Source: an optimization exercise on an open RTL-to-GDS flow (aim: small area). Production flows keep margins and buffers that such runs may drop.
At most, simulation tests tie the RTL to the original design; equivalence was not proved.
No functional check of the RTL was part of runs 1 and 2.
The clock port is modelled as an ideal driver; clocking choices that lean on that would not hold on a real chip.
Power figures rest on the tool's default switching activity, not on a simulated workload.

==> flow/run.sh <==
#!/bin/bash
set -euo pipefail
export BUFFER_PORTS_ARGS="-buffer_cell sky130_fd_sc_hd__buf_1"
export CTS_ARGS="-sink_clustering_enable -repair_clock_nets -dont_use_dummy_load -buf_list sky130_fd_sc_hd__clkbuf_4 -sink_clustering_size 8 -sink_clustering_max_diameter 40"
bash standard.sh > flow.log 2>&1
==> standard.sh <==
#!/bin/bash
# synth_recipe.tcl (not shown) runs the flow's synth.tcl, then flattens the netlist and writes it again
# the make line also repeats each setting of config.mk as NAME=value (left out here)
make -C /OpenROAD-flow-scripts/flow DESIGN_CONFIG=/design/flow/config.mk WORK_HOME=/design/flow/orfs CLKGATE_MAP_FILE= SYNTH_SCRIPT=/design/flow/synth_recipe.tcl "${@:-finish}"
==> config.mk <==
export PLATFORM = sky130hd
export DESIGN_NAME = cpu
export DESIGN_NICKNAME = cpu
export VERILOG_FILES = /design/flow/design.v
export SDC_FILE = /design/flow/constraint.sdc
export NUM_CORES = 4
export LEC_CHECK = 0
export CAP_MARGIN = 20
export CORE_MARGIN = 2
export CORE_UTILIZATION = 50
export SLEW_MARGIN = 20
export SYNTH_HIERARCHICAL = 1
export SYNTH_MINIMUM_KEEP_SIZE = 0
==> constraint.sdc <==
create_clock -name core_clock -period 7.0 [get_ports {clk}]
set_input_delay 1.4000 -clock core_clock [delete_from_list [all_inputs] [get_ports {clk}]]
set_output_delay 1.4000 -clock core_clock [all_outputs]
set_load 0.01 [all_outputs]
==> design.v <==
module alu(
    input [17:0] a,
    input [17:0] b,
    input [17:0] m,
    input sub,
    input k_ld, input k_add, input k_and, input k_nand, input k_nor,
    output [17:0] wd,
    output zf,
    output cf
);
    wire [17:0] bx, gn, pn, s;
    wire g0_1;
    wire g_10;
    wire g_12;
    wire g_14;
    wire g_16;
    wire g_18;
    wire g_20;
    wire g_21;
    wire g_23;
    wire g_25;
    wire g_27;
    wire g_28;
    wire g_3;
    wire g_30;
    wire g_32;
    wire g_34;
    wire g_35;
    wire g_36;
    wire g_38;
    wire g_4;
    wire g_40;
    wire g_41;
    wire g_42;
    wire g_43;
    wire g_44;
    wire g_46;
    wire g_47;
    wire g_48;
    wire g_6;
    wire g_8;
    wire i_2;
    wire i_31;
    wire i_33;
    wire i_37;
    wire i_39;
    wire i_45;
    wire p_11;
    wire p_13;
    wire p_15;
    wire p_17;
    wire p_19;
    wire p_22;
    wire p_24;
    wire p_26;
    wire p_29;
    wire p_5;
    wire p_7;
    wire p_9;
    alu_xor2 u0(.a(b[0]), .b(sub), .y(bx[0]));
    alu_nand2 u1(.a(a[0]), .b(bx[0]), .y(gn[0]));
    alu_xnor2 u2(.a(a[0]), .b(bx[0]), .y(pn[0]));
    alu_xor2 u3(.a(b[1]), .b(sub), .y(bx[1]));
    alu_nand2 u4(.a(a[1]), .b(bx[1]), .y(gn[1]));
    alu_xnor2 u5(.a(a[1]), .b(bx[1]), .y(pn[1]));
    alu_xor2 u6(.a(b[2]), .b(sub), .y(bx[2]));
    alu_nand2 u7(.a(a[2]), .b(bx[2]), .y(gn[2]));
    alu_xnor2 u8(.a(a[2]), .b(bx[2]), .y(pn[2]));
    alu_xor2 u9(.a(b[3]), .b(sub), .y(bx[3]));
    alu_nand2 u10(.a(a[3]), .b(bx[3]), .y(gn[3]));
    alu_xnor2 u11(.a(a[3]), .b(bx[3]), .y(pn[3]));
    alu_xor2 u12(.a(b[4]), .b(sub), .y(bx[4]));
    alu_nand2 u13(.a(a[4]), .b(bx[4]), .y(gn[4]));
    alu_xnor2 u14(.a(a[4]), .b(bx[4]), .y(pn[4]));
    alu_xor2 u15(.a(b[5]), .b(sub), .y(bx[5]));
    alu_nand2 u16(.a(a[5]), .b(bx[5]), .y(gn[5]));
    alu_xnor2 u17(.a(a[5]), .b(bx[5]), .y(pn[5]));
    alu_xor2 u18(.a(b[6]), .b(sub), .y(bx[6]));
    alu_nand2 u19(.a(a[6]), .b(bx[6]), .y(gn[6]));
    alu_xnor2 u20(.a(a[6]), .b(bx[6]), .y(pn[6]));
    alu_xor2 u21(.a(b[7]), .b(sub), .y(bx[7]));
    alu_nand2 u22(.a(a[7]), .b(bx[7]), .y(gn[7]));
    alu_xnor2 u23(.a(a[7]), .b(bx[7]), .y(pn[7]));
    alu_xor2 u24(.a(b[8]), .b(sub), .y(bx[8]));
    alu_nand2 u25(.a(a[8]), .b(bx[8]), .y(gn[8]));
    alu_xnor2 u26(.a(a[8]), .b(bx[8]), .y(pn[8]));
    alu_xor2 u27(.a(b[9]), .b(sub), .y(bx[9]));
    alu_nand2 u28(.a(a[9]), .b(bx[9]), .y(gn[9]));
    alu_xnor2 u29(.a(a[9]), .b(bx[9]), .y(pn[9]));
    alu_xor2 u30(.a(b[10]), .b(sub), .y(bx[10]));
    alu_nand2 u31(.a(a[10]), .b(bx[10]), .y(gn[10]));
    alu_xnor2 u32(.a(a[10]), .b(bx[10]), .y(pn[10]));
    alu_xor2 u33(.a(b[11]), .b(sub), .y(bx[11]));
    alu_nand2 u34(.a(a[11]), .b(bx[11]), .y(gn[11]));
    alu_xnor2 u35(.a(a[11]), .b(bx[11]), .y(pn[11]));
    alu_xor2 u36(.a(b[12]), .b(sub), .y(bx[12]));
    alu_nand2 u37(.a(a[12]), .b(bx[12]), .y(gn[12]));
    alu_xnor2 u38(.a(a[12]), .b(bx[12]), .y(pn[12]));
    alu_xor2 u39(.a(b[13]), .b(sub), .y(bx[13]));
    alu_nand2 u40(.a(a[13]), .b(bx[13]), .y(gn[13]));
    alu_xnor2 u41(.a(a[13]), .b(bx[13]), .y(pn[13]));
    alu_xor2 u42(.a(b[14]), .b(sub), .y(bx[14]));
    alu_nand2 u43(.a(a[14]), .b(bx[14]), .y(gn[14]));
    alu_xnor2 u44(.a(a[14]), .b(bx[14]), .y(pn[14]));
    alu_xor2 u45(.a(b[15]), .b(sub), .y(bx[15]));
    alu_nand2 u46(.a(a[15]), .b(bx[15]), .y(gn[15]));
    alu_xnor2 u47(.a(a[15]), .b(bx[15]), .y(pn[15]));
    alu_xor2 u48(.a(b[16]), .b(sub), .y(bx[16]));
    alu_nand2 u49(.a(a[16]), .b(bx[16]), .y(gn[16]));
    alu_xnor2 u50(.a(a[16]), .b(bx[16]), .y(pn[16]));
    alu_xor2 u51(.a(b[17]), .b(sub), .y(bx[17]));
    alu_nand2 u52(.a(a[17]), .b(bx[17]), .y(gn[17]));
    alu_xnor2 u53(.a(a[17]), .b(bx[17]), .y(pn[17]));
    alu_maj3 u54(.a(a[0]), .b(bx[0]), .c(sub), .y(g0_1));
    alu_inv u55(.a(g0_1), .y(i_2));
    alu_o21ai u56(.a1(pn[1]), .a2(i_2), .b1(gn[1]), .y(g_3));
    alu_o21ai u57(.a1(pn[3]), .a2(gn[2]), .b1(gn[3]), .y(g_4));
    alu_nor2 u58(.a(pn[3]), .b(pn[2]), .y(p_5));
    alu_o21ai u59(.a1(pn[5]), .a2(gn[4]), .b1(gn[5]), .y(g_6));
    alu_nor2 u60(.a(pn[5]), .b(pn[4]), .y(p_7));
    alu_o21ai u61(.a1(pn[7]), .a2(gn[6]), .b1(gn[7]), .y(g_8));
    alu_nor2 u62(.a(pn[7]), .b(pn[6]), .y(p_9));
    alu_o21ai u63(.a1(pn[9]), .a2(gn[8]), .b1(gn[9]), .y(g_10));
    alu_nor2 u64(.a(pn[9]), .b(pn[8]), .y(p_11));
    alu_o21ai u65(.a1(pn[11]), .a2(gn[10]), .b1(gn[11]), .y(g_12));
    alu_nor2 u66(.a(pn[11]), .b(pn[10]), .y(p_13));
    alu_o21ai u67(.a1(pn[13]), .a2(gn[12]), .b1(gn[13]), .y(g_14));
    alu_nor2 u68(.a(pn[13]), .b(pn[12]), .y(p_15));
    alu_o21ai u69(.a1(pn[15]), .a2(gn[14]), .b1(gn[15]), .y(g_16));
    alu_nor2 u70(.a(pn[15]), .b(pn[14]), .y(p_17));
    alu_o21ai u71(.a1(pn[17]), .a2(gn[16]), .b1(gn[17]), .y(g_18));
    alu_nor2 u72(.a(pn[17]), .b(pn[16]), .y(p_19));
    alu_a21oi u73(.a1(p_5), .a2(g_3), .b1(g_4), .y(g_20));
    alu_a21oi u74(.a1(p_9), .a2(g_6), .b1(g_8), .y(g_21));
    alu_nand2 u75(.a(p_9), .b(p_7), .y(p_22));
    alu_a21oi u76(.a1(p_13), .a2(g_10), .b1(g_12), .y(g_23));
    alu_nand2 u77(.a(p_13), .b(p_11), .y(p_24));
    alu_a21oi u78(.a1(p_17), .a2(g_14), .b1(g_16), .y(g_25));
    alu_nand2 u79(.a(p_17), .b(p_15), .y(p_26));
    alu_o21ai u80(.a1(p_22), .a2(g_20), .b1(g_21), .y(g_27));
    alu_o21ai u81(.a1(p_26), .a2(g_23), .b1(g_25), .y(g_28));
    alu_nor2 u82(.a(p_26), .b(p_24), .y(p_29));
    alu_a21oi u83(.a1(p_29), .a2(g_27), .b1(g_28), .y(g_30));
    alu_inv u84(.a(g_27), .y(i_31));
    alu_o21ai u85(.a1(p_24), .a2(i_31), .b1(g_23), .y(g_32));
    alu_inv u86(.a(g_20), .y(i_33));
    alu_a21oi u87(.a1(p_7), .a2(i_33), .b1(g_6), .y(g_34));
    alu_a21oi u88(.a1(p_11), .a2(g_27), .b1(g_10), .y(g_35));
    alu_a21oi u89(.a1(p_15), .a2(g_32), .b1(g_14), .y(g_36));
    alu_inv u90(.a(g_30), .y(i_37));
    alu_a21oi u91(.a1(p_19), .a2(i_37), .b1(g_18), .y(g_38));
    alu_inv u92(.a(g_3), .y(i_39));
    alu_o21ai u93(.a1(pn[2]), .a2(i_39), .b1(gn[2]), .y(g_40));
    alu_o21ai u94(.a1(pn[4]), .a2(g_20), .b1(gn[4]), .y(g_41));
    alu_o21ai u95(.a1(pn[6]), .a2(g_34), .b1(gn[6]), .y(g_42));
    alu_o21ai u96(.a1(pn[8]), .a2(i_31), .b1(gn[8]), .y(g_43));
    alu_o21ai u97(.a1(pn[10]), .a2(g_35), .b1(gn[10]), .y(g_44));
    alu_inv u98(.a(g_32), .y(i_45));
    alu_o21ai u99(.a1(pn[12]), .a2(i_45), .b1(gn[12]), .y(g_46));
    alu_o21ai u100(.a1(pn[14]), .a2(g_36), .b1(gn[14]), .y(g_47));
    alu_o21ai u101(.a1(pn[16]), .a2(g_30), .b1(gn[16]), .y(g_48));
    alu_xnor2 u102(.a(pn[0]), .b(sub), .y(s[0]));
    alu_xnor2 u103(.a(pn[1]), .b(g0_1), .y(s[1]));
    alu_xnor2 u104(.a(pn[2]), .b(g_3), .y(s[2]));
    alu_xnor2 u105(.a(pn[3]), .b(g_40), .y(s[3]));
    alu_xor2 u106(.a(pn[4]), .b(g_20), .y(s[4]));
    alu_xnor2 u107(.a(pn[5]), .b(g_41), .y(s[5]));
    alu_xor2 u108(.a(pn[6]), .b(g_34), .y(s[6]));
    alu_xnor2 u109(.a(pn[7]), .b(g_42), .y(s[7]));
    alu_xnor2 u110(.a(pn[8]), .b(g_27), .y(s[8]));
    alu_xnor2 u111(.a(pn[9]), .b(g_43), .y(s[9]));
    alu_xor2 u112(.a(pn[10]), .b(g_35), .y(s[10]));
    alu_xnor2 u113(.a(pn[11]), .b(g_44), .y(s[11]));
    alu_xnor2 u114(.a(pn[12]), .b(g_32), .y(s[12]));
    alu_xnor2 u115(.a(pn[13]), .b(g_46), .y(s[13]));
    alu_xor2 u116(.a(pn[14]), .b(g_36), .y(s[14]));
    alu_xnor2 u117(.a(pn[15]), .b(g_47), .y(s[15]));
    alu_xor2 u118(.a(pn[16]), .b(g_30), .y(s[16]));
    alu_xnor2 u119(.a(pn[17]), .b(g_48), .y(s[17]));
    alu_rbit u120(.s(s[0]), .m(m[0]), .gn(gn[0]), .pn(pn[0]), .k_ld(k_ld), .k_add(k_add), .k_and(k_and), .k_nand(k_nand), .k_nor(k_nor), .y(wd[0]));
    alu_rbit u121(.s(s[1]), .m(m[1]), .gn(gn[1]), .pn(pn[1]), .k_ld(k_ld), .k_add(k_add), .k_and(k_and), .k_nand(k_nand), .k_nor(k_nor), .y(wd[1]));
    alu_rbit u122(.s(s[2]), .m(m[2]), .gn(gn[2]), .pn(pn[2]), .k_ld(k_ld), .k_add(k_add), .k_and(k_and), .k_nand(k_nand), .k_nor(k_nor), .y(wd[2]));
    alu_rbit u123(.s(s[3]), .m(m[3]), .gn(gn[3]), .pn(pn[3]), .k_ld(k_ld), .k_add(k_add), .k_and(k_and), .k_nand(k_nand), .k_nor(k_nor), .y(wd[3]));
    alu_rbit u124(.s(s[4]), .m(m[4]), .gn(gn[4]), .pn(pn[4]), .k_ld(k_ld), .k_add(k_add), .k_and(k_and), .k_nand(k_nand), .k_nor(k_nor), .y(wd[4]));
    alu_rbit u125(.s(s[5]), .m(m[5]), .gn(gn[5]), .pn(pn[5]), .k_ld(k_ld), .k_add(k_add), .k_and(k_and), .k_nand(k_nand), .k_nor(k_nor), .y(wd[5]));
    alu_rbit u126(.s(s[6]), .m(m[6]), .gn(gn[6]), .pn(pn[6]), .k_ld(k_ld), .k_add(k_add), .k_and(k_and), .k_nand(k_nand), .k_nor(k_nor), .y(wd[6]));
    alu_rbit u127(.s(s[7]), .m(m[7]), .gn(gn[7]), .pn(pn[7]), .k_ld(k_ld), .k_add(k_add), .k_and(k_and), .k_nand(k_nand), .k_nor(k_nor), .y(wd[7]));
    alu_rbit u128(.s(s[8]), .m(m[8]), .gn(gn[8]), .pn(pn[8]), .k_ld(k_ld), .k_add(k_add), .k_and(k_and), .k_nand(k_nand), .k_nor(k_nor), .y(wd[8]));
    alu_rbit u129(.s(s[9]), .m(m[9]), .gn(gn[9]), .pn(pn[9]), .k_ld(k_ld), .k_add(k_add), .k_and(k_and), .k_nand(k_nand), .k_nor(k_nor), .y(wd[9]));
    alu_rbit u130(.s(s[10]), .m(m[10]), .gn(gn[10]), .pn(pn[10]), .k_ld(k_ld), .k_add(k_add), .k_and(k_and), .k_nand(k_nand), .k_nor(k_nor), .y(wd[10]));
    alu_rbit u131(.s(s[11]), .m(m[11]), .gn(gn[11]), .pn(pn[11]), .k_ld(k_ld), .k_add(k_add), .k_and(k_and), .k_nand(k_nand), .k_nor(k_nor), .y(wd[11]));
    alu_rbit u132(.s(s[12]), .m(m[12]), .gn(gn[12]), .pn(pn[12]), .k_ld(k_ld), .k_add(k_add), .k_and(k_and), .k_nand(k_nand), .k_nor(k_nor), .y(wd[12]));
    alu_rbit u133(.s(s[13]), .m(m[13]), .gn(gn[13]), .pn(pn[13]), .k_ld(k_ld), .k_add(k_add), .k_and(k_and), .k_nand(k_nand), .k_nor(k_nor), .y(wd[13]));
    alu_rbit u134(.s(s[14]), .m(m[14]), .gn(gn[14]), .pn(pn[14]), .k_ld(k_ld), .k_add(k_add), .k_and(k_and), .k_nand(k_nand), .k_nor(k_nor), .y(wd[14]));
    alu_rbit u135(.s(s[15]), .m(m[15]), .gn(gn[15]), .pn(pn[15]), .k_ld(k_ld), .k_add(k_add), .k_and(k_and), .k_nand(k_nand), .k_nor(k_nor), .y(wd[15]));
    alu_rbit u136(.s(s[16]), .m(m[16]), .gn(gn[16]), .pn(pn[16]), .k_ld(k_ld), .k_add(k_add), .k_and(k_and), .k_nand(k_nand), .k_nor(k_nor), .y(wd[16]));
    alu_rbit u137(.s(s[17]), .m(m[17]), .gn(gn[17]), .pn(pn[17]), .k_ld(k_ld), .k_add(k_add), .k_and(k_and), .k_nand(k_nand), .k_nor(k_nor), .y(wd[17]));
    assign cf = g_38;
    assign zf = ~|pn;
endmodule
module alu_xor2(input a, input b, output y);
    assign y = a ^ b;
endmodule
module alu_xnor2(input a, input b, output y);
    assign y = ~(a ^ b);
endmodule
module alu_nand2(input a, input b, output y);
    assign y = ~(a & b);
endmodule
module alu_nor2(input a, input b, output y);
    assign y = ~(a | b);
endmodule
module alu_inv(input a, output y);
    assign y = ~a;
endmodule
module alu_maj3(input a, input b, input c, output y);
    assign y = (a & b) | (a & c) | (b & c);
endmodule
module alu_o21ai(input a1, input a2, input b1, output y);
    assign y = ~((a1 | a2) & b1);
endmodule
module alu_a21oi(input a1, input a2, input b1, output y);
    assign y = ~((a1 & a2) | b1);
endmodule
module alu_rbit(input s, input m, input gn, input pn,
                input k_ld, input k_add, input k_and, input k_nand, input k_nor,
                output y);
    assign y = (k_ld & m) | (k_add & s) | (k_and & ~gn) | (k_nand & gn) | (k_nor & gn & pn);
endmodule
module control_unit(
    input [3:0] opcode,
    input ZF,
    input CF,
    output reg branch,
    output pc_write
);
    always @(*) begin
        case (opcode)
            4'd11: branch = ZF;
            4'd12: branch = !ZF && !CF;
            4'd13: branch = !ZF && CF;
            4'd14: branch = !CF;
            4'd15: branch = ZF || CF;
            default: branch = 1'b0;
        endcase
    end
    assign pc_write = branch | (opcode == 4'd7);
endmodule
module rf_aoi222(input a0, input b0, input a1, input b1, input a2, input b2, output y);
    assign y = ~((a0 & b0) | (a1 & b1) | (a2 & b2));
endmodule
module rf_aoi22(input a0, input b0, input a1, input b1, output y);
    assign y = ~((a0 & b0) | (a1 & b1));
endmodule
module rf_nand6(input [5:0] g, output y);
    assign y = ~&g;
endmodule
module rf_read_bit(input [15:0] sel, input [15:0] d, input xs, input x, output y);
    wire [5:0] g;
    rf_aoi222 u0(.a0(sel[0]),  .b0(d[0]),  .a1(sel[1]),  .b1(d[1]),  .a2(sel[2]),  .b2(d[2]),  .y(g[0]));
    rf_aoi222 u1(.a0(sel[3]),  .b0(d[3]),  .a1(sel[4]),  .b1(d[4]),  .a2(sel[5]),  .b2(d[5]),  .y(g[1]));
    rf_aoi222 u2(.a0(sel[6]),  .b0(d[6]),  .a1(sel[7]),  .b1(d[7]),  .a2(sel[8]),  .b2(d[8]),  .y(g[2]));
    rf_aoi222 u3(.a0(sel[9]),  .b0(d[9]),  .a1(sel[10]), .b1(d[10]), .a2(sel[11]), .b2(d[11]), .y(g[3]));
    rf_aoi222 u4(.a0(sel[12]), .b0(d[12]), .a1(sel[13]), .b1(d[13]), .a2(sel[14]), .b2(d[14]), .y(g[4]));
    rf_aoi22  u5(.a0(sel[15]), .b0(d[15]), .a1(xs), .b1(x), .y(g[5]));
    rf_nand6  u6(.g(g), .y(y));
endmodule
module register_file(input [15:0] sel, input [287:0] regs, input xs, input [17:0] x, output [17:0] rdata);
    genvar b, i;
    generate
        for (b = 0; b < 18; b = b + 1) begin : bits
            wire [15:0] d;
            for (i = 0; i < 16; i = i + 1) begin : regs_i
                assign d[i] = regs[18*i + b];
            end
            rf_read_bit u(.sel(sel), .d(d), .xs(xs), .x(x[b]), .y(rdata[b]));
        end
    endgenerate
endmodule
module cpu(
    input clk,
    input reset,
    output wire [9:0] imem_addr,
    input wire [17:0] imem_data,
    output wire [9:0] dmem_addr,
    output wire dmem_we,
    output wire [17:0] dmem_wdata,
    input wire [17:0] dmem_rdata,
    output wire [3:0] debug_opcode,
    output wire debug_pc_write,
    output wire debug_branch
);
    reg [9:0] program_counter;
    reg ZF_bit, CF_bit;
    reg [17:0] regs [0:15];
    reg [15:0] valid;
    wire [3:0] opcode = imem_data[17:14];
    wire [3:0] rd  = imem_data[13:10];
    wire [3:0] rs1 = imem_data[9:6];
    wire [3:0] rs2 = imem_data[3:0];
    wire [9:0] addr = imem_data[9:0];
    wire [17:0] simm = {{12{imem_data[5]}}, imem_data[5:0]};
    wire is_st  = opcode == 4'd9;
    wire is_cmp = opcode == 4'd10;
    wire is_ld  = opcode == 4'd8;
    wire reg_write = (opcode != 4'd0) && (opcode[3] == 1'b0 ? opcode != 4'd7 : is_ld);
    wire use_rd = is_cmp | is_st;
    wire use_imm = (opcode == 4'd2) | (opcode == 4'd4);
    wire [15:0] rd_oh  = 16'd1 << rd;
    wire [15:0] rs1_oh = 16'd1 << rs1;
    wire [15:0] rs2_oh = 16'd1 << rs2;
    wire [15:0] oh_a = (use_rd ? rd_oh : rs1_oh) & valid;
    wire [15:0] oh_b = use_imm ? 16'd0 : rs2_oh & valid;
    wire [287:0] regs_flat;
    genvar gi;
    generate
        for (gi = 0; gi < 16; gi = gi + 1) begin : flat
            assign regs_flat[18*gi +: 18] = regs[gi];
        end
    endgenerate
    wire [17:0] rdata_a, opb;
    register_file port_a(.sel(oh_a), .regs(regs_flat), .xs(1'b0), .x(18'd0), .rdata(rdata_a));
    register_file port_b(.sel(oh_b), .regs(regs_flat), .xs(use_imm), .x(simm), .rdata(opb));
    wire [17:0] write_data;
    wire zf_in, cf_in;
    wire k_add = (opcode == 4'd1) | (opcode == 4'd2);
    wire k_and = (opcode == 4'd3) | (opcode == 4'd4);
    wire k_nand = opcode == 4'd5;
    wire k_nor = opcode == 4'd6;
    alu my_alu(.a(rdata_a), .b(opb), .m(dmem_rdata), .sub(is_cmp),
               .k_ld(is_ld), .k_add(k_add), .k_and(k_and), .k_nand(k_nand), .k_nor(k_nor),
               .wd(write_data), .zf(zf_in), .cf(cf_in));
    wire branch, pc_write;
    control_unit cu(.opcode(opcode), .ZF(ZF_bit), .CF(CF_bit), .branch(branch), .pc_write(pc_write));
    always @(posedge clk) begin
        if (reg_write) regs[rd] <= write_data;
    end
    always @(posedge clk or posedge reset) begin
        if (reset) begin
            valid <= 16'd0;
            program_counter <= 10'd1023;
            ZF_bit <= 1'b0;
            CF_bit <= 1'b0;
        end else begin
            if (reg_write) valid[rd] <= 1'b1;
            if (is_cmp) begin
                ZF_bit <= zf_in;
                CF_bit <= cf_in;
            end
            program_counter <= program_counter + (pc_write ? addr : 10'd1);
        end
    end
    assign imem_addr = program_counter;
    assign dmem_addr = addr;
    assign dmem_we = is_st;
    assign dmem_wdata = rdata_a;
    assign debug_opcode = opcode;
    assign debug_pc_write = pc_write;
    assign debug_branch = branch;
endmodule
==> results of run 1 <==
==> kinds of logic after synthesis <==
group                    synth area share, %
AO/OA/AOI/OAI                           20.9
buffers and inverters                   1.63
adder cells (fa/ha/maj)                 1.37
flip-flops                              62.1
other                                 0.0249
multiplexers                           0.216
XOR/XNOR                                3.84
AND/OR/NAND/NOR                         9.90
==> per-module statistics from Yosys (local to each module, per instance), a selection <==
module / cells inside / copies in the design / flip-flops and latches
alu_inv: 1 / 6 / 0
rf_aoi222: 1 / 180 / 0
alu: 6 / 1 / 0
alu_nand2: 1 / 21 / 0
rf_aoi22: 1 / 36 / 0
alu_xor2: 1 / 23 / 0
alu_rbit: 4 / 18 / 0
alu_maj3: 1 / 1 / 0
==> registers in the layout, summed over array words and instances, names as in the netlist <==
| name | cells |
|---|---|
| ZF_bit | 1 |
| CF_bit | 1 |
| regs | 288 |
| valid | 16 |
| program_counter | 10 |
==> stage by stage <==
step	setup WS (ns)	utilization [%]	total power, uW
3_5_place_dp	0.161	55.4	3470
3_3_place_gp	0.294	55.4	3460
2_1_floorplan	0.374	-	3090
4_1_cts	0.870	56.7	4390
5_1_grt	0.437	56.7	4590
6_report	0.604	56.8	4390
==> where the power goes <==
part | leakage [uW] | switching [uW] | internal [uW]
clock network | 0.000239 | 601 | 338
logic | 0.00238 | 733 | 366
registers | 0.00294 | 60.2 | 2290
total | 0.00556 | 1390 | 3000
==> worst min path at each step <==
stage	from	to	cells past startpoint
after detailed placement	valid[2]	valid[2]	1
after CTS	valid[2]	valid[2]	1
after global placement	valid[2]	valid[2]	1
after floorplan	valid[0]	valid[0]	1
after global routing	valid[2]	valid[2]	1
final	valid[2]	valid[2]	1
==> worst max-delay path, delay by kind of cell <==
kind	cells	cell delay, ns
simple gates	6	1.83
compound gates	7	1.83
xor+xnor	3	0.82
buf+inv	3	0.80
==> cell usage in the layout, fill, tap and decap left out, types with 22 or more instances in the layout <==
master / count
edfxtp_1: 288
a222oi_1: 180
buf_1: 82
buf_4: 70
clkbuf_4: 52
a21oi_1: 43
nand3_1: 43
xnor2_1: 42
nor2_1: 41
nand2_1: 39
a22oi_2: 36
conb_1: 36
and4_1: 36
and3_1: 34
xor2_1: 24
o21ai_1: 22
==> layer usage <==
| layer | part of all wire, % | vias up |
|---|---|---|
| li1 | - | 5030 |
| met1 | 39 | 5763 |
| met4 | 3.0 | 0 |
| met5 | 0 | - |
| met2 | 45 | 888 |
| met3 | 13 | 129 |
==> area by class of cell <==
| class | count | area (um^2) | area share [%] |
|---|---|---|---|
| inverters | 16 | 60.1 | 0.357 |
| well taps | 390 | 488 | 2.90 |
| multi-input cells | 728 | 5680 | 33.8 |
| repair buffers | 152 | 833 | 4.95 |
| flip-flops and latches | 316 | 9360 | 55.7 |
| diodes | 2 | 5.00 | 0.0298 |
| clock buffers | 52 | 390 | 2.32 |
==> flow_summary.yaml, run 1 <==
status:
  status: "no timing/DRC/antenna violations"
sta:
  whs_ns: 0.509
  skew_ns: 0.0918
  fin_crit_sh_pct: 91.4
  hold_viol: 0
  fmax_mhz: 156
  relSlewSlack_pct: 36.6
  fin_tns_setup_ns: 0
  rsz0062_at_grt: "no"
  finalCriticalPeriod_ns: 6.40
  slew_viol_final: 0
  tightestPinTransition_ns: 0.952
  finalSetupViolCount: 0
critical_path:
  crit_fanout: 16
  path_class: "input port to register"
  reg2reg_slack_ns: 2.29
  worstReg2RegStart: "valid[12]"
  setup.worst_path.end_class: "register"
  rr_worst_depth: 15
  cp-startpoint: "imem_data[15]"
  endpoint: "regs[9][11]"
  cp_slowest_cell: "a221o_1"
  start_kind: "input port"
  cp_data_arrival_time_ns: 6.73
  rr_endpoint: "regs[9][11]"
  crit_chain: "buf_1 -> xor2_1 -> nand2b_1 -> nand3b_1 -> o31ai_2 -> and3_1 -> buf_4 -> a222oi_1 -> and4_1 -> nand3_1 -> xnor2_1 -> nor2_1 -> a21oi_2 -> o21ai_1 -> buf_4 -> a21oi_2 -> o21ai_1 -> xnor2_1 -> a221o_1"
  cp_data_required_time_ns: 7.33
  critPathMaxStageDelay_ns: 0.65
power:
  p_per_area_nw_per_um2: 261
  vdd_drop_max_uv: 119
  leakagePower_uw: 0.00556
finish:
  layoutNonFillerInstCount: 1656
  design_area_um2: 16800
  n_fill_cell: 2515
  area_growth_pct: 11.6
  drive_gt1_share_pct: 16.6
  fin_nets: 1319
logic_synthesis:
  synth_area_leaders: "edfxtp_1 57%, a222oi_1 12%, a22oi_2 3.0%"
  synthArstFlopShare_pct: 8.86
  synthTopCellsByCount: "288 x edfxtp_1, 180 x a222oi_1, 53 x nor2_1"
  ys_seq_elements: 316
  yosysWarnings: 8
  ys_seq_area_share_pct: 62.1
  yosys.area.top_type: "edfxtp_1"
  synth_flop_cell: "edfxtp_1"
  syn_inst: 1049
  postSynthAreaPerCell_um2: 14.4
  synth_edf_count: 288
  yosysMostFrequentCell: "edfxtp_1"
  synth_top_cell_area_share_pct: 57.4
  synth.cell_area_um2: 15100
  synth_cell_types: 56
grt:
  busiest_layer: "met2"
  grt_max_degree: 29
  antenna_found_initial: 1
  grt_pass1_wl_mm: 73.7
  grt_use_total_pct: 32.2
  grt_pass1_vias: 11400
  met2_usage_pct: 49.5
  use_met1_pct: 44.9
  grt-ovfl-total: 0
  grt_use_met3_pct: 7.82
floorplan:
  die_w_um: 178
  io_pins: 83
  rows: 63
  dieArea_um2: 31500
  start_util_pct: 50.9
  chipHeight_um: 178
  coreArea_um2: 29600
routing:
  first_iter_violations: 2540
  routed_wl_mm: 50.4
  wl_per_cell_um: 30.5
  final_antenna_net_count: 0
  remaining_drc_errors: 0
  dr.pass1.iters: 9
  vias: 11800
  via_per_inst: 7.13
min_path:
  hold_class: "register to register"
clocking:
  ctsHtreeMaxLevel: 2
  cts.sinks: 316
  clk_path_buf_depth: 3
  clock-root-buffer: "clkbuf_4"
  clock_latency_ns: 0.72
  cts_tree: "yes"
  ctsHoldBuffers: 0
  cts_repair_resize_count: 0
  cts_inserted_buffers: 52
  cts_setup_buffers: 0
  clk_pin_slew_worst_paths_ns: 0.06
placed_design:
  io_buffers: 82
  routabilityCongestion: 0.943
  dp_hpwl_mm: 34.1
  dp.cells: 1602
  placed_cell_area_um2: 16400
flow_run:
  cap_viol_max_count: 0
==> inputs of run 2 (changes only) <==
--- a/design.v
+++ b/design.v
@@ -249,31 +249,48 @@
 module rf_aoi222(input a0, input b0, input a1, input b1, input a2, input b2, output y);
     assign y = ~((a0 & b0) | (a1 & b1) | (a2 & b2));
 endmodule
-module rf_aoi22(input a0, input b0, input a1, input b1, output y);
-    assign y = ~((a0 & b0) | (a1 & b1));
+module rf_nand2(input a, input b, output y);
+    assign y = ~(a & b);
 endmodule
 module rf_nand6(input [5:0] g, output y);
     assign y = ~&g;
 endmodule
-module rf_read_bit(input [15:0] sel, input [15:0] d, input xs, input x, output y);
-    wire [5:0] g;
+module rf_nand6_or(input [5:0] g, input xs, input x, output y);
+    assign y = ~&g | (xs & x);
+endmodule
+module rf_groups(input [15:0] sel, input [15:0] d, output [5:0] g);
     rf_aoi222 u0(.a0(sel[0]),  .b0(d[0]),  .a1(sel[1]),  .b1(d[1]),  .a2(sel[2]),  .b2(d[2]),  .y(g[0]));
     rf_aoi222 u1(.a0(sel[3]),  .b0(d[3]),  .a1(sel[4]),  .b1(d[4]),  .a2(sel[5]),  .b2(d[5]),  .y(g[1]));
     rf_aoi222 u2(.a0(sel[6]),  .b0(d[6]),  .a1(sel[7]),  .b1(d[7]),  .a2(sel[8]),  .b2(d[8]),  .y(g[2]));
     rf_aoi222 u3(.a0(sel[9]),  .b0(d[9]),  .a1(sel[10]), .b1(d[10]), .a2(sel[11]), .b2(d[11]), .y(g[3]));
     rf_aoi222 u4(.a0(sel[12]), .b0(d[12]), .a1(sel[13]), .b1(d[13]), .a2(sel[14]), .b2(d[14]), .y(g[4]));
-    rf_aoi22  u5(.a0(sel[15]), .b0(d[15]), .a1(xs), .b1(x), .y(g[5]));
-    rf_nand6  u6(.g(g), .y(y));
+    rf_nand2  u5(.a(sel[15]), .b(d[15]), .y(g[5]));
+endmodule
+module register_file(input [15:0] sel, input [287:0] regs, output [17:0] rdata);
+    genvar b, i;
+    generate
+        for (b = 0; b < 18; b = b + 1) begin : bits
+            wire [15:0] d;
+            wire [5:0] g;
+            for (i = 0; i < 16; i = i + 1) begin : regs_i
+                assign d[i] = regs[18*i + b];
+            end
+            rf_groups u(.sel(sel), .d(d), .g(g));
+            rf_nand6 o(.g(g), .y(rdata[b]));
+        end
+    endgenerate
 endmodule
-module register_file(input [15:0] sel, input [287:0] regs, input xs, input [17:0] x, output [17:0] rdata);
+module register_file_x(input [15:0] sel, input [287:0] regs, input xs, input [17:0] x, output [17:0] rdata);
     genvar b, i;
     generate
         for (b = 0; b < 18; b = b + 1) begin : bits
             wire [15:0] d;
+            wire [5:0] g;
             for (i = 0; i < 16; i = i + 1) begin : regs_i
                 assign d[i] = regs[18*i + b];
             end
-            rf_read_bit u(.sel(sel), .d(d), .xs(xs), .x(x[b]), .y(rdata[b]));
+            rf_groups u(.sel(sel), .d(d), .g(g));
+            rf_nand6_or o(.g(g), .xs(xs), .x(x[b]), .y(rdata[b]));
         end
     endgenerate
 endmodule
@@ -319,8 +336,8 @@
         end
     endgenerate
     wire [17:0] rdata_a, opb;
-    register_file port_a(.sel(oh_a), .regs(regs_flat), .xs(1'b0), .x(18'd0), .rdata(rdata_a));
-    register_file port_b(.sel(oh_b), .regs(regs_flat), .xs(use_imm), .x(simm), .rdata(opb));
+    register_file port_a(.sel(oh_a), .regs(regs_flat), .rdata(rdata_a));
+    register_file_x port_b(.sel(oh_b), .regs(regs_flat), .xs(use_imm), .x(simm), .rdata(opb));
     wire [17:0] write_data;
     wire zf_in, cf_in;
     wire k_add = (opcode == 4'd1) | (opcode == 4'd2);
==> flow/run.sh (replaced) <==
#!/bin/bash
set -euo pipefail
export BUFFER_PORTS_ARGS="-buffer_cell sky130_fd_sc_hd__buf_1"
export CTS_ARGS="-sink_clustering_enable -repair_clock_nets -dont_use_dummy_load -buf_list sky130_fd_sc_hd__clkbuf_4 -sink_clustering_size 8 -sink_clustering_max_diameter 40"
bash standard.sh cts > flow_cts.log 2>&1
R=orfs/results/sky130hd/cpu/base
DS_IN=$R/4_cts.odb DS_OUT=$R/4_cts_ds.odb DS_SDC=$R/4_cts.sdc DS_MARGIN=0.35 \
  openroad -no_init -exit flow/downsize.tcl > downsize.log 2>&1
mv -f $R/4_cts_ds.odb $R/4_cts.odb
bash standard.sh > flow.log 2>&1
==> flow/downsize.tcl (new file) <==
# Post-CTS area recovery: each combinational cell is tried at the smaller
# drive strengths of its own family (same function and pins), smallest first;
# a change is kept only if the worst setup slack stays at least DS_MARGIN ns
# and the worst hold slack non-negative (placement-estimated parasitics).
# Flip-flops and clock cells are left alone. Then the usual design and timing
# repair, and detailed placement to legalize.
# Environment: DS_IN, DS_OUT (odb), DS_SDC, DS_MARGIN (ns), FLOW_HOME.
set platform $::env(FLOW_HOME)/platforms/sky130hd
read_liberty $platform/lib/sky130_fd_sc_hd__tt_025C_1v80.lib
read_db $::env(DS_IN)
read_sdc $::env(DS_SDC)
source $platform/setRC.tcl
estimate_parasitics -placement
set margin [expr {$::env(DS_MARGIN) * 1e-9}]
set block [ord::get_db_block]
set db [ord::get_db]

proc core_area {} {
  set a 0
  foreach inst [[ord::get_db_block] getInsts] {
    set m [$inst getMaster]
    if {[$m getType] eq "CORE"} { set a [expr {$a + [$m getWidth] * [$m getHeight]}] }
  }
  return [expr {$a / 1e6}]
}
puts "start area [format %.1f [core_area]] wns [sta::worst_slack_cmd max]"

# cell families: sky130_fd_sc_hd__<function>_<drive>
array set fam {}
foreach lib [$db getLibs] {
  foreach m [$lib getMasters] {
    set n [$m getName]
    if {[regexp {^(sky130_fd_sc_hd__[a-z0-9]+)_([0-9]+)$} $n -> base drv]} {
      lappend fam($base) [list [$m getWidth] $n]
    }
  }
}
set tried 0
set kept 0
foreach inst [$block getInsts] {
  set m [$inst getMaster]
  if {[$m getType] ne "CORE"} continue
  set n [$m getName]
  if {![regexp {^(sky130_fd_sc_hd__[a-z0-9]+)_([0-9]+)$} $n -> base drv]} continue
  if {[string match "*df*" $base] || [string match "*clk*" $base] || [string match "*dl*" $base]} continue
  set w [$m getWidth]
  foreach c [lsort -integer -index 0 $fam($base)] {
    set cw [lindex $c 0]
    set cn [lindex $c 1]
    if {$cw >= $w} break
    incr tried
    set iname [$inst getName]
    replace_cell [get_cells $iname] [get_lib_cells */$cn]
    estimate_parasitics -placement
    if {[sta::worst_slack_cmd max] < $margin || [sta::worst_slack_cmd min] < 0} {
      replace_cell [get_cells $iname] [get_lib_cells */$n]
      estimate_parasitics -placement
    } else {
      incr kept
      break
    }
  }
}
puts "tried $tried kept $kept"
estimate_parasitics -placement
repair_design
repair_timing -setup_margin [expr {$::env(DS_MARGIN) / 2.0}]
detailed_placement
check_placement
estimate_parasitics -placement
puts "end area [format %.1f [core_area]] wns [sta::worst_slack_cmd max] whs [sta::worst_slack_cmd min]"
write_db $::env(DS_OUT)
==> run 2 against run 1 <==
  * Synthesized cell count up 1.6%
  * Count of clock-buffer cells in the layout down 2
  * Critical path depth up 2
  * Flip-flop and latch count unchanged
  * Design area down 4.5%
  * Core utilization down 2.1 points
  * Combinational power down 8%
  * Die area down 1.5%
  * Clock skew up 0.00057 ns
  * Sequential power about the same
  * Routed wire length down 3.5%
  * Register-to-register slack worse by 0.41 ns
  * Largest power group unchanged
  * Highest routed layer unchanged
==> flow_summary.yaml, run 2 <==
routing:
  first_iter_violations: 2695
  dr.pass1.iters: 14
  via_per_inst: 7.15
  routed_wl_mm: 48.7
  final_antenna_net_count: 0
  wl_per_cell_um: 29.6
  remaining_drc_errors: 0
  vias: 11800
floorplan:
  dieArea_um2: 31100
  start_util_pct: 50.5
  chipHeight_um: 176
  die_w_um: 176
  io_pins: 83
  coreArea_um2: 29400
  rows: 63
logic_synthesis:
  synthMuxAreaShare_pct: 0.219
  synthXorXnorAreaFrac_pct: 3.89
  yosysWarnings: 8
  syn_inst: 1066
  ys_seq_area_share_pct: 63.1
  yosysMostFrequentCell: "edfxtp_1"
  synth_flop_cell: "edfxtp_1"
  synth-simple-area-share_pct: 11.6
  synthAdderAreaFrac_pct: 1.39
  postSynthAreaPerCell_um2: 13.9
  ys_seq_elements: 316
  synth_top_family_by_area: "compound AO/OA/AOI/OAI gates"
  synth_edf_count: 288
  yosys.area.top_type: "edfxtp_1"
  synth_top_cell_area_share_pct: 58.3
  synthTopCellsByCount: "288 x edfxtp_1, 180 x a222oi_1, 93 x nand2_1"
  synth_compound_area_share_pct: 18.2
  synthArstFlopShare_pct: 8.86
  synth.cell_area_um2: 14800
  synth_area_leaders: "edfxtp_1 58%, a222oi_1 12%, dfrtp_1 3.0%"
  synth_cell_types: 54
min_path:
  hold_class: "register to register"
  min_from: "valid[3]"
  holdPathEnd: "valid[3]"
  min_path_cells: 1
critical_path:
  rr_endpoint: "regs[7][15]"
  crit_chain: "buf_1 -> buf_1 -> xnor2_1 -> nor3_2 -> nor3b_1 -> and3_1 -> buf_1 -> a222oi_1 -> and4_1 -> nand4_1 -> xor2_1 -> xnor2_1 -> o21ai_1 -> a21oi_1 -> o21ai_1 -> inv_1 -> o21ai_1 -> a21oi_1 -> o21ai_1 -> xnor2_1 -> a221o_1"
  cp_data_required_time_ns: 7.35
  reg2reg_slack_ns: 1.88
  setup.worst_path.end_class: "register"
  crit_family: "compound AO/OA/AOI/OAI gates"
  path_class: "input port to register"
  cp_slowest_cell: "buf_1"
  critPathMaxStageDelay_ns: 0.83
  crit_fanout: 17
  worstReg2RegStart: "valid[9]"
  critPathBufInv: 4
  rr_worst_depth: 16
  cp_data_arrival_time_ns: 6.98
  start_kind: "input port"
  crit_top_cell: "o21ai_1"
sta:
  relSlewSlack_pct: 21.5
  fmax_mhz: 151
  skew_ns: 0.0923
  slew_viol_final: 0
  hold_viol: 0
  finalCriticalPeriod_ns: 6.63
  finalSetupViolCount: 0
  fin_crit_sh_pct: 94.6
  fin_tns_setup_ns: 0
  tightestPinTransition_ns: 1.18
  rsz0062_at_grt: "no"
placed_design:
  io_buffers: 82
  dp_hpwl_mm: 33.1
  routabilityCongestion: 0.938
finish:
  drive_gt1_share_pct: 7.11
  final_common_cell: "edfxtp_1"
  area_growth_pct: 8.18
  layout_common_cells: "288 x edfxtp_1, 180 x a222oi_1, 137 x buf_1"
  largest_register: "regs"
  largest_reg_flops: 288
  fin_nets: 1307
  n_fill_cell: 2544
  reg_top3: "regs: 288 flops, valid: 16 flops, program_counter: 10 flops"
grt:
  grt_use_total_pct: 30.6
  grt_pass1_wl_mm: 70.1
  grt-ovfl-total: 0
  grt_max_degree: 29
  antenna_found_initial: 2
  grt_pass1_vias: 10800
clocking:
  clk_pin_slew_worst_paths_ns: 0.08
  cts_tree: "yes"
  ctsHoldBuffers: 0
  cts_repair_resize_count: 0
  ctsHtreeMaxLevel: 2
  cts_setup_buffers: 0
  cts.sinks: 316
  clock_latency_ns: 0.74
  clock-root-buffer: "clkbuf_4"
  clk_path_buf_depth: 3
  cts_inserted_buffers: 50
flow_run:
  cap_viol_max_count: 0
status:
  status: "no timing/DRC/antenna violations"
power:
  power_uw: 4280
  p_per_area_nw_per_um2: 266
  vdd_drop_max_uv: 132
  leakagePower_uw: 0.00514
-- run 2: changes by cell type after synthesis, sizes merged --
cell	change
a22oi	-36
nand4	+18
conb	-1
nand2	+54
nand3	-18
-- run 2: metrics by stage --
| stage | worst slack (ns) | cells | utilization, % | hold WS (ns) | area [um^2] |
|---|---|---|---|---|---|
| 4_1_cts | 0.921 | 1642 | 56.0 | 0.521 | 16500 |
| 3_3_place_gp | 0.269 | 1592 | 54.7 | 0.504 | 16100 |
| 6_report | 0.375 | 1644 | 54.6 | 0.519 | 16100 |
| 3_5_place_dp | 0.199 | 1592 | 54.7 | 0.502 | 16100 |
| 2_1_floorplan | 0.398 | 1066 | - | 0.433 | 14800 |
| 5_1_grt | 0.0813 | 1643 | 54.6 | 0.525 | 16100 |
-- run 2: kinds of logic (layout without fill, tap and decap cells) --
family	Yosys count	count (layout)
buffers and inverters	40	226
AOI/OAI and AO/OA	310	310
and+or+nand+nor	315	315
muxes	3	3
xor gates and xnor gates	66	66
adders and majority gates	16	16
DFF	316	316
other	0	2
-- run 2: worst reg2reg max path: cells and delay by family, from the launching register on --
| kind | cells | cell delay (ns) |
|---|---|---|
| flip-flops | 1 | 0.41 |
| AND/OR/NAND/NOR | 3 | 0.70 |
| XOR/XNOR | 3 | 0.67 |
| buffers and inverters | 2 | 1.00 |
| AO/OA/AOI/OAI | 8 | 2.03 |
-- run 2: area by class of cell --
class                   count  area [um^2]  share of cell area [%]
flip-flops and latches    316         9360                    58.3
multi-input cells         710         5140                    32.0
clock buffers              50          375                    2.34
inverters                  16         60.1                   0.374
well taps                 390          488                    3.04
diodes                      2         5.00                  0.0312
repair buffers            160          629                    3.92
-- run 2: per-module statistics from Yosys, one instance, submodules excluded, a selection --
module	copies in the design	flip-flops and latches	cells inside	cell area, um^2
cpu	1	316	548	11000
alu	1	0	6	43.8
rf_nand6	18	0	2	13.8
alu_a21oi	9	0	1	8.76
alu_xor2	23	0	1	8.76
alu_xnor2	31	0	1	8.76
alu_nor2	9	0	1	3.75
rf_nand2	36	0	1	3.75
-- run 2: power breakdown --
part / switching, uW / internal [uW]
clock network: 599 / 325
registers: 60.6 / 2280
logic: 682 / 332
-- run 2: layer usage --
layer | vias to the layer above | track usage (%) | share of wire (%)
met2 | 940 | 45.2 | 43
met1 | 5731 | 44.6 | 40
met5 | - | 0 | 0
li1 | 5000 | - | -
met3 | 89 | 9.45 | 15
met4 | 0 | 7.13 | 1.7
-- run 2: how the worst max path moves through the flow --
| stage | start | endpoint | cells after the start |
|---|---|---|---|
| after CTS | imem_data[16] | regs[7][15] | 18 |
| final | imem_data[15] | regs[7][15] | 21 |
| after detailed placement | imem_data[16] | regs[12][15] | 18 |
| after global routing | imem_data[16] | regs[12][15] | 19 |
| after global placement | imem_data[16] | regs[12][15] | 18 |
| after floorplan | imem_data[16] | regs[0][15] | 14 |
==> inputs of run 3 (changes only) <==
--- a/design.v
+++ b/design.v
@@ -246,6 +246,43 @@
     end
     assign pc_write = branch | (opcode == 4'd7);
 endmodule
+module pc_fa(input a, input b, input c, output s, output co);
+    assign s = a ^ b ^ c;
+    assign co = (a & b) | (a & c) | (b & c);
+endmodule
+module pc_ha(input a, input b, output s, output co);
+    assign s = a ^ b;
+    assign co = a & b;
+endmodule
+module pc_xor2(input a, input b, output y);
+    assign y = a ^ b;
+endmodule
+module pc_and2(input a, input b, output y);
+    assign y = a & b;
+endmodule
+module pc_or2b(input a, input bn, output y);
+    assign y = a | ~bn;
+endmodule
+module pc_adder(input [9:0] pc, input pcw, input [9:0] addr, output [9:0] nxt);
+    wire [9:0] b;
+    wire [9:0] c;
+    wire t9;
+    pc_or2b b0(.a(addr[0]), .bn(pcw), .y(b[0]));
+    genvar i;
+    generate
+        for (i = 1; i < 10; i = i + 1) begin : bsel
+            pc_and2 u(.a(addr[i]), .b(pcw), .y(b[i]));
+        end
+    endgenerate
+    pc_ha h0(.a(pc[0]), .b(b[0]), .s(nxt[0]), .co(c[1]));
+    generate
+        for (i = 1; i < 9; i = i + 1) begin : add
+            pc_fa u(.a(pc[i]), .b(b[i]), .c(c[i]), .s(nxt[i]), .co(c[i+1]));
+        end
+    endgenerate
+    pc_xor2 x9a(.a(pc[9]), .b(b[9]), .y(t9));
+    pc_xor2 x9b(.a(t9), .b(c[9]), .y(nxt[9]));
+endmodule
 module rf_aoi222(input a0, input b0, input a1, input b1, input a2, input b2, output y);
     assign y = ~((a0 & b0) | (a1 & b1) | (a2 & b2));
 endmodule
@@ -349,6 +386,8 @@
                .wd(write_data), .zf(zf_in), .cf(cf_in));
     wire branch, pc_write;
     control_unit cu(.opcode(opcode), .ZF(ZF_bit), .CF(CF_bit), .branch(branch), .pc_write(pc_write));
+    wire [9:0] pc_next;
+    pc_adder pc_add(.pc(program_counter), .pcw(pc_write), .addr(addr), .nxt(pc_next));
     always @(posedge clk) begin
         if (reg_write) regs[rd] <= write_data;
     end
@@ -364,7 +403,7 @@
                 ZF_bit <= zf_in;
                 CF_bit <= cf_in;
             end
-            program_counter <= program_counter + (pc_write ? addr : 10'd1);
+            program_counter <= pc_next;
         end
     end
     assign imem_addr = program_counter;
==> run 3 against run 2 <==
  * Still clean on timing, DRC and antenna
  * Combinational power fell by 8%
  * Clock skew rose by 0.0093 ns
  * Worst setup slack got worse by 0.17 ns
  * Critical path type unchanged
==> flow_summary.yaml, run 3 <==
clocking:
  cts_inserted_buffers: 50
  clk_pin_slew_worst_paths_ns: 0.08
  cts.sinks: 316
  ctsHtreeMaxLevel: 2
  clk_path_buf_depth: 3
  clock-root-buffer: "clkbuf_4"
  clock_latency_ns: 0.71
  cts_tree: "yes"
  ctsHoldBuffers: 0
routing:
  final_antenna_net_count: 0
  remaining_drc_errors: 0
  dr.pass1.iters: 13
  vias: 11400
  via_per_inst: 7.08
  wl_per_cell_um: 28.0
  first_iter_violations: 2333
  routed_wl_mm: 45.3
power:
  p_sw_share_pct: 30.5
  leakagePower_uw: 0.00500
  p_int_uw: 2910
  seqPwrFrac_pct: 56.0
  p_per_area_nw_per_um2: 262
  vdd_drop_max_uv: 130
  p_comb_share_pct: 22.3
  power_frac_clock_pct: 21.7
  switching_power_uw: 1280
floorplan:
  rows: 62
  io_pins: 83
  chipHeight_um: 176
  start_util_pct: 51.0
  dieArea_um2: 30800
  coreArea_um2: 28900
  die_w_um: 176
finish:
  reg_top3: "regs: 288 flops, valid: 16 flops, program_counter: 10 flops"
  drive_gt1_share_pct: 6.82
  largest_register: "regs"
  layout_common_cells: "288 x edfxtp_1, 180 x a222oi_1, 146 x buf_1"
  final_common_cell: "edfxtp_1"
  final_util_pct: 55.4
  area_growth_pct: 8.57
  fin_nets: 1284
  n_fill_cell: 2480
  largest_reg_flops: 288
sta:
  whs_ns: 0.506
  rsz0062_at_grt: "no"
  relSlewSlack_pct: 24.6
  worst_slack_ns: 0.205
  hold_viol: 0
  finalSetupViolCount: 0
  fin_crit_sh_pct: 97.1
  skew_ns: 0.102
  fmax_mhz: 147
  fin_tns_setup_ns: 0
  finalCriticalPeriod_ns: 6.80
  slew_viol_final: 0
  tightestPinTransition_ns: 1.13
critical_path:
  path_class: "input port to register"
  start_kind: "input port"
  cp_data_arrival_time_ns: 7.17
  rr_worst_depth: 14
  crit_fanout: 16
  setup.worst_path.end_class: "register"
  cp_data_required_time_ns: 7.37
logic_synthesis:
  synth_cell_types: 57
  syn_inst: 1041
  synthTopCellsByCount: "288 x edfxtp_1, 180 x a222oi_1, 87 x nand2_1"
  synth_edf_count: 288
  yosysWarnings: 8
  synth_area_leaders: "edfxtp_1 59%, a222oi_1 12%, dfrtp_1 3.1%"
  synth_top_cell_area_share_pct: 58.8
  ys_seq_elements: 316
  postSynthAreaPerCell_um2: 14.1
  synth_flop_cell: "edfxtp_1"
  ys_seq_area_share_pct: 63.6
  synthArstFlopShare_pct: 8.86
  yosysMostFrequentCell: "edfxtp_1"
  yosys.area.top_type: "edfxtp_1"
  synth.cell_area_um2: 14700
placed_design:
  dp_hpwl_mm: 33.0
  io_buffers: 82
  routabilityCongestion: 0.946
  pre_cts_ws_ns: 0.164
grt:
  grt_max_degree: 29
  grt_pass1_wl_mm: 67.2
  grt_use_total_pct: 29.0
  antenna_found_initial: 3
  grt-ovfl-total: 0
  grt_pass1_vias: 10700
status:
  status: "no timing/DRC/antenna violations"
flow_run:
  cap_viol_max_count: 0
min_path:
  min_path_cells: 1
  hold_class: "register to register"
## run 3: repair_timing
| action | 4_1_cts | 5_1_grt |
|---|---|---|
| resized for setup | 0 | 3 |
| hold endpoints to repair | 0 | 0 |
| endpoints found under the setup margin | 0 | 50 |
| buffers inserted | 0 | 0 |
## run 3: final timing paths
path	slack (ns)	start	endpoint
worst min-delay path	0.51	valid[9]	valid[9]
worst max-delay path	0.20	imem_data[16]	regs[14][17]
worst max register to register	1.96	valid[2]	regs[12][17]
worst min register to register	0.51	valid[9]	valid[9]
max in group asynchronous	5.62	reset	valid[12]
min in group asynchronous	0.91	reset	CF_bit
## run 3: power groups by stage
stage                     registers [uW]  logic (uW)  clock network, uW
after floorplan                     2380         592                  0
after global placement              2380         947                  0
after detailed placement            2380         968                  0
after CTS                           2340         970                937
after global routing                2360        1020               1010
final                               2340         931                909
## run 3: cell type report
class / instances / area [um^2] / share of cell area (%)
flip-flops and latches: 316 / 9360 / 58.6
multi-input cells: 688 / 5070 / 31.7
repair buffers: 164 / 638 / 3.99
well taps: 384 / 480 / 3.01
clock buffers: 50 / 375 / 2.35
inverters: 13 / 48.8 / 0.305
diodes: 1 / 2.50 / 0.0157
## run 3: through the flow
step,power (uW),std cells,instance area (um^2)
2_1_floorplan,2970,1041,14700
3_3_place_gp,3330,1565,16100
3_5_place_dp,3350,1565,16100
4_1_cts,4250,1615,16400
5_1_grt,4380,1616,16000
6_report,4180,1616,16000
## run 3: critical path, cell delays in order
cell and delay [ns]:
buf_1 0.08, buf_1 0.43, xnor2_1 0.13, nor3_1 0.47, nor3_1 0.19, and3_1 0.30
buf_1 0.36, a222oi_1 0.64, and4_1 0.43, nand4_1 0.17, xor2_1 0.21, xnor2_1 0.52
o21ai_1 0.18, a21oi_1 0.23, o21ai_1 0.10, a21oi_1 0.37, o21ai_1 0.15, xnor2_1 0.19
a221o_1 0.62
## run 3: Yosys stat by module, one instance, submodules excluded, a selection
| module | cell area [um^2] | times used | flops+latches |
|---|---|---|---|
| pc_xor2 | 8.76 | 2 | 0 |
| alu_xor2 | 8.76 | 23 | 0 |
| alu_nor2 | 3.75 | 9 | 0 |
| rf_nand2 | 3.75 | 36 | 0 |
| pc_or2b | 6.26 | 1 | 0 |
| alu_maj3 | 11.3 | 1 | 0 |
| cpu | 10600 | 1 | 316 |
| rf_nand6 | 13.8 | 18 | 0 |
| pc_fa | 20.0 | 8 | 0 |
## run 3: cell families after synthesis
logic type	share of synthesized area, %
muxes	0.595
DFF	63.6
xor gates and xnor gates	3.57
and+or+nand+nor	11.4
AOI/OAI and AO/OA	17.8
adders and majority gates	1.59
buffers and inverters	1.47
## run 3: per-layer routing
layer,up-vias,track usage [%],part of all wire (%)
met5,-,0,0
met4,0,5.85,1.4
met3,59,8.44,14
met2,808,42.2,43
met1,5659,43.7,42
li1,4909,-,-
==> inputs of run 4 (changes only) <==
--- a/design.v
+++ b/design.v
@@ -289,35 +289,39 @@
 module rf_nand2(input a, input b, output y);
     assign y = ~(a & b);
 endmodule
-module rf_nand6(input [5:0] g, output y);
-    assign y = ~&g;
+module rf_nand5_or(input [4:0] g, input a, input b, output y);
+    assign y = ~&g | (a & b);
+endmodule
+module rf_nand7(input [5:0] g, input t, output y);
+    assign y = ~(&g & t);
 endmodule
 module rf_nand6_or(input [5:0] g, input xs, input x, output y);
     assign y = ~&g | (xs & x);
 endmodule
-module rf_groups(input [15:0] sel, input [15:0] d, output [5:0] g);
+module rf_groups(input [14:0] sel, input [14:0] d, output [4:0] g);
     rf_aoi222 u0(.a0(sel[0]),  .b0(d[0]),  .a1(sel[1]),  .b1(d[1]),  .a2(sel[2]),  .b2(d[2]),  .y(g[0]));
     rf_aoi222 u1(.a0(sel[3]),  .b0(d[3]),  .a1(sel[4]),  .b1(d[4]),  .a2(sel[5]),  .b2(d[5]),  .y(g[1]));
     rf_aoi222 u2(.a0(sel[6]),  .b0(d[6]),  .a1(sel[7]),  .b1(d[7]),  .a2(sel[8]),  .b2(d[8]),  .y(g[2]));
     rf_aoi222 u3(.a0(sel[9]),  .b0(d[9]),  .a1(sel[10]), .b1(d[10]), .a2(sel[11]), .b2(d[11]), .y(g[3]));
     rf_aoi222 u4(.a0(sel[12]), .b0(d[12]), .a1(sel[13]), .b1(d[13]), .a2(sel[14]), .b2(d[14]), .y(g[4]));
-    rf_nand2  u5(.a(sel[15]), .b(d[15]), .y(g[5]));
 endmodule
 module register_file(input [15:0] sel, input [287:0] regs, output [17:0] rdata);
     genvar b, i;
     generate
         for (b = 0; b < 18; b = b + 1) begin : bits
             wire [15:0] d;
-            wire [5:0] g;
+            wire [4:0] g;
             for (i = 0; i < 16; i = i + 1) begin : regs_i
                 assign d[i] = regs[18*i + b];
             end
-            rf_groups u(.sel(sel), .d(d), .g(g));
-            rf_nand6 o(.g(g), .y(rdata[b]));
+            rf_groups u(.sel(sel[14:0]), .d(d[14:0]), .g(g));
+            rf_nand5_or o(.g(g), .a(sel[15]), .b(d[15]), .y(rdata[b]));
         end
     endgenerate
 endmodule
-module register_file_x(input [15:0] sel, input [287:0] regs, input xs, input [17:0] x, output [17:0] rdata);
+module register_file_x(input [15:0] sel, input [287:0] regs, input xs, input [5:0] imm, output [17:0] rdata);
+    wire sign_n;
+    rf_nand2 sg(.a(xs), .b(imm[5]), .y(sign_n));
     genvar b, i;
     generate
         for (b = 0; b < 18; b = b + 1) begin : bits
@@ -326,8 +330,13 @@
             for (i = 0; i < 16; i = i + 1) begin : regs_i
                 assign d[i] = regs[18*i + b];
             end
-            rf_groups u(.sel(sel), .d(d), .g(g));
-            rf_nand6_or o(.g(g), .xs(xs), .x(x[b]), .y(rdata[b]));
+            rf_groups u(.sel(sel[14:0]), .d(d[14:0]), .g(g[4:0]));
+            rf_nand2 u15(.a(sel[15]), .b(d[15]), .y(g[5]));
+            if (b < 6) begin : low
+                rf_nand6_or o(.g(g), .xs(xs), .x(imm[b]), .y(rdata[b]));
+            end else begin : high
+                rf_nand7 o(.g(g), .t(sign_n), .y(rdata[b]));
+            end
         end
     endgenerate
 endmodule
@@ -353,7 +362,6 @@
     wire [3:0] rs1 = imem_data[9:6];
     wire [3:0] rs2 = imem_data[3:0];
     wire [9:0] addr = imem_data[9:0];
-    wire [17:0] simm = {{12{imem_data[5]}}, imem_data[5:0]};
     wire is_st  = opcode == 4'd9;
     wire is_cmp = opcode == 4'd10;
     wire is_ld  = opcode == 4'd8;
@@ -374,7 +382,7 @@
     endgenerate
     wire [17:0] rdata_a, opb;
     register_file port_a(.sel(oh_a), .regs(regs_flat), .rdata(rdata_a));
-    register_file_x port_b(.sel(oh_b), .regs(regs_flat), .xs(use_imm), .x(simm), .rdata(opb));
+    register_file_x port_b(.sel(oh_b), .regs(regs_flat), .xs(use_imm), .imm(imem_data[5:0]), .rdata(opb));
     wire [17:0] write_data;
     wire zf_in, cf_in;
     wire k_add = (opcode == 4'd1) | (opcode == 4'd2);
==> flow/run.sh (replaced) <==
#!/bin/bash
set -euo pipefail
export BUFFER_PORTS_ARGS="-buffer_cell sky130_fd_sc_hd__buf_1"
export CTS_ARGS="-sink_clustering_enable -repair_clock_nets -dont_use_dummy_load -buf_list sky130_fd_sc_hd__clkbuf_4 -sink_clustering_size 8 -sink_clustering_max_diameter 40"
bash standard.sh cts > flow_cts.log 2>&1
R=orfs/results/sky130hd/cpu/base
DS_IN=$R/4_cts.odb DS_OUT=$R/4_cts_ds.odb DS_SDC=$R/4_cts.sdc DS_MARGIN=0.7 \
  openroad -no_init -exit flow/downsize.tcl > downsize.log 2>&1
mv -f $R/4_cts_ds.odb $R/4_cts.odb
bash standard.sh > flow.log 2>&1
==> run 4 against run 3 <==
  * Synthesized area shrank 0.43%
  * Via count decreased by 1.9%
  * Critical path depth up 1
  * Die area fell by 0.42%
  * Hold slack worse by 0.010 ns
  * Clock skew fell by 0.0096 ns
  * Routed wire length down 4.9%
  * Fmax increased by 5.1%
  * Clock power increased by 2.2%
  * Count of clock-buffer cells in the layout up 1
  * Still clean on timing, DRC and antenna
  * Critical path type unchanged
  * Largest power group unchanged
  * Non-clock buffer count fell by 15
  * Sequential share of layout area increased by 0.14 points
==> flow_summary.yaml, run 4 <==
status:
  status: "no timing/DRC/antenna violations"
logic_synthesis:
  postSynthAreaPerCell_um2: 14.2
  synthMuxAreaShare_pct: 0.598
  synth_area_leaders: "edfxtp_1 59%, a222oi_1 12%, dfrtp_1 3.1%"
  ys_seq_area_share_pct: 63.9
  synth_top_family_by_area: "compound AO/OA/AOI/OAI gates"
  synthAdderAreaFrac_pct: 1.60
  yosys.area.top_type: "edfxtp_1"
  ys_seq_elements: 316
  synth_compound_area_share_pct: 17.9
  synth-simple-area-share_pct: 11.0
  synthArstFlopShare_pct: 8.86
  syn_inst: 1030
  yosysWarnings: 8
  synth.cell_area_um2: 14700
  synthTopCellsByCount: "288 x edfxtp_1, 180 x a222oi_1, 76 x nand2_1"
  synth_cell_types: 57
  synth_top_cell_area_share_pct: 59.0
  synth_flop_cell: "edfxtp_1"
  synthXorXnorAreaFrac_pct: 3.59
  synth_edf_count: 288
  yosysMostFrequentCell: "edfxtp_1"
clocking:
  ctsHtreeMaxLevel: 2
  cts_inserted_buffers: 51
  cts_tree: "yes"
  clk_pin_slew_worst_paths_ns: 0.06
  clk_path_buf_depth: 3
  clock-root-buffer: "clkbuf_4"
  clock_latency_ns: 0.70
  cts.sinks: 316
  ctsHoldBuffers: 0
  cts_setup_buffers: 0
  cts_repair_resize_count: 0
routing:
  dr_wl_met2_mm: 17.6
  via_per_inst: 7.05
  top_layer: "met4"
  wl_per_cell_um: 27.1
  drt-met1-wl_mm: 19.1
  dr.pass1.iters: 10
  routed_wl_mm: 43.1
  remaining_drc_errors: 0
  vias: 11200
  wl_met3_mm: 5.63
  final_antenna_net_count: 0
  first_iter_violations: 2097
sta:
  fin_crit_sh_pct: 92.3
  slew_viol_final: 0
  finalSetupViolCount: 0
  hold_viol: 0
  relSlewSlack_pct: 19.9
  skew_ns: 0.0920
  fmax_mhz: 155
  rsz0062_at_grt: "no"
  fin_tns_setup_ns: 0
  worst_slack_ns: 0.537
  tightestPinTransition_ns: 1.19
  finalCriticalPeriod_ns: 6.46
floorplan:
  coreArea_um2: 28800
  die_w_um: 175
  rows: 62
  chipHeight_um: 175
  dieArea_um2: 30700
  start_util_pct: 50.9
  io_pins: 83
critical_path:
  path_class: "input port to register"
  worstReg2RegStart: "ZF_bit"
  setup.worst_path.end_class: "register"
  crit_fanout: 16
  start_kind: "input port"
  cp_data_arrival_time_ns: 6.78
  cp_data_required_time_ns: 7.32
  cp-startpoint: "imem_data[15]"
power:
  seqPwrFrac_pct: 56.0
  p_comb_share_pct: 21.8
  leakagePower_uw: 0.00503
  p_sw_share_pct: 30.5
  vdd_drop_max_uv: 95.0
  power_frac_clock_pct: 22.2
  p_per_area_nw_per_um2: 263
  switching_power_uw: 1280
  p_int_uw: 2910
min_path:
  min_from: "valid[0]"
  hold_class: "register to register"
placed_design:
  routabilityCongestion: 0.919
  dp_hpwl_mm: 30.9
  placed_cell_area_um2: 15900
  pre_cts_ws_ns: 0.229
  io_buffers: 82
finish:
  reg_top3: "regs: 288 flops, valid: 16 flops, program_counter: 10 flops"
  area_growth_pct: 8.79
  drive_gt1_share_pct: 7.79
  largest_register: "regs"
  design_area_um2: 15900
  largest_reg_flops: 288
  layout_common_cells: "288 x edfxtp_1, 180 x a222oi_1, 124 x buf_1"
  n_fill_cell: 2507
  final_common_cell: "edfxtp_1"
  fin_nets: 1259
grt:
  grt_max_degree: 29
  grt_use_total_pct: 27.7
  grt_pass1_vias: 10500
  antenna_found_initial: 1
  grt_pass1_wl_mm: 64.9
  grt-ovfl-total: 0
flow_run:
  cap_viol_max_count: 0
-- run 4: worst max-delay path, cell delays in order --
cell      delay [ns]
buf_1           0.24
xnor2_1         0.19
or2_1           0.35
buf_1           0.38
nand4_1         0.27
a21boi_1        0.36
buf_1           0.67
a222oi_1        0.29
and3_1          0.29
nand4_1         0.17
xnor2_1         0.30
nor2_1          0.08
a21oi_1         0.36
o21ai_1         0.18
inv_1           0.10
o21ai_1         0.14
a21oi_1         0.24
o21ai_1         0.12
xnor2_1         0.14
a221o_1         0.52
-- run 4: modules after synthesis, one instance, submodules excluded, excerpt --
module | flops+latches | cells inside | area (um^2) | copies in the design
pc_fa | 0 | 1 | 20.0 | 8
pc_ha | 0 | 1 | 12.5 | 1
alu_xnor2 | 0 | 1 | 8.76 | 31
alu_rbit | 0 | 4 | 23.8 | 18
rf_nand7 | 0 | 2 | 15.0 | 12
alu_nand2 | 0 | 1 | 3.75 | 21
control_unit | 0 | 14 | 93.8 | 1
alu_a21oi | 0 | 1 | 8.76 | 9
-- run 4: power by group through the flow --
stage / clock, uW / combinational, uW / sequential (uW)
final: 929 / 912 / 2340
after global routing: 1030 / 996 / 2360
after CTS: 956 / 933 / 2340
after detailed placement: 0 / 934 / 2380
after global placement: 0 / 910 / 2380
after floorplan: 0 / 589 / 2380
-- run 4: metrics by stage --
stage               instances  total power, uW  utilization, %  hold slack [ns]
finish                   1591             4190            55.4            0.495
global route             1591             4390            55.4            0.509
CTS                      1585             4230            56.4            0.492
detailed placement       1534             3320            55.1            0.482
global placement         1534             3290            55.0            0.470
floorplan                1030             2970               -            0.440
-- run 4: worst paths after layout --
check                                     end  slack, ns  cells after the start
hold / removal                       valid[0]       0.50                      2
min in group asynchronous            valid[8]       0.89                      3
max in group asynchronous            valid[7]       5.57                      3
hold reg to reg                      valid[0]       0.50                      2
setup reg to reg           program_counter[9]       1.99                     14
setup / recovery                  regs[3][15]       0.54                     20
-- run 4: kinds of logic (layout without fill, tap and decap cells) --
group	count (synthesis)	in the layout
mux	7	7
buf+inv	37	213
compound gates	299	299
flops	316	316
other cells	0	1
fa+ha+maj	14	14
xor+xnor	60	60
simple gates	297	297
-- run 4: routing by layer --
metal | track usage, % | vias to the layer above
met5 | 0 | -
met4 | 6.22 | 0
met3 | 5.68 | 50
met2 | 37.7 | 810
met1 | 45.2 | 5511
li1 | - | 4849
-- run 4: cell type report --
class	instances	area, um^2	share of cell area [%]
inverters	13	48.8	0.306
clock buffers	51	383	2.40
diodes	1	2.50	0.0157
repair buffers	149	629	3.95
well taps	384	480	3.01
multi-input cells	677	5040	31.6
flip-flops and latches	316	9360	58.7

-- port drivers added, routing unchanged --
Ports are ideal in the flow. The routed layouts listed here were re-timed in OpenROAD.
Step 1 (the two cells are an assumption about what drives the block):
set clk [get_ports {clk}]
set_driving_cell -lib_cell sky130_fd_sc_hd__clkbuf_16 $clk
set_driving_cell -lib_cell sky130_fd_sc_hd__buf_2 [delete_from_list [all_inputs] $clk]
Step 2, shift: input delay + t, output delay - t, t = (earliest + latest rising clock arrival at the registers) / 2. This alone moves slack from input paths to output paths.
a / b / c = no drivers / after step 1 / after step 2; a / b = the first two.
run	t, ns	slack for setup (ns)	hold slack, ns	worst setup path at the end	cell pins on the clock port's net
run 1	0.715	0.604 / 0.622 / -0.093	0.509 / 0.509 / 0.509	input to register	1
run 2	0.745	0.375 / 0.400 / -0.345	0.519 / 0.519 / 0.519	input to register	1
run 3	0.709	0.205 / 0.228 / -0.481	0.506 / 0.506 / 0.506	input to register	1
run 4	0.698	0.537 / 0.554 / -0.144	0.495 / 0.495 / 0.495	input to register	1
With both steps, setup timing fails in every run listed, where it was met with ideal ports. For run 2, which loses most, drivers alone change the setup slack by +0.025 ns; drivers and shift together by -0.720 ns.
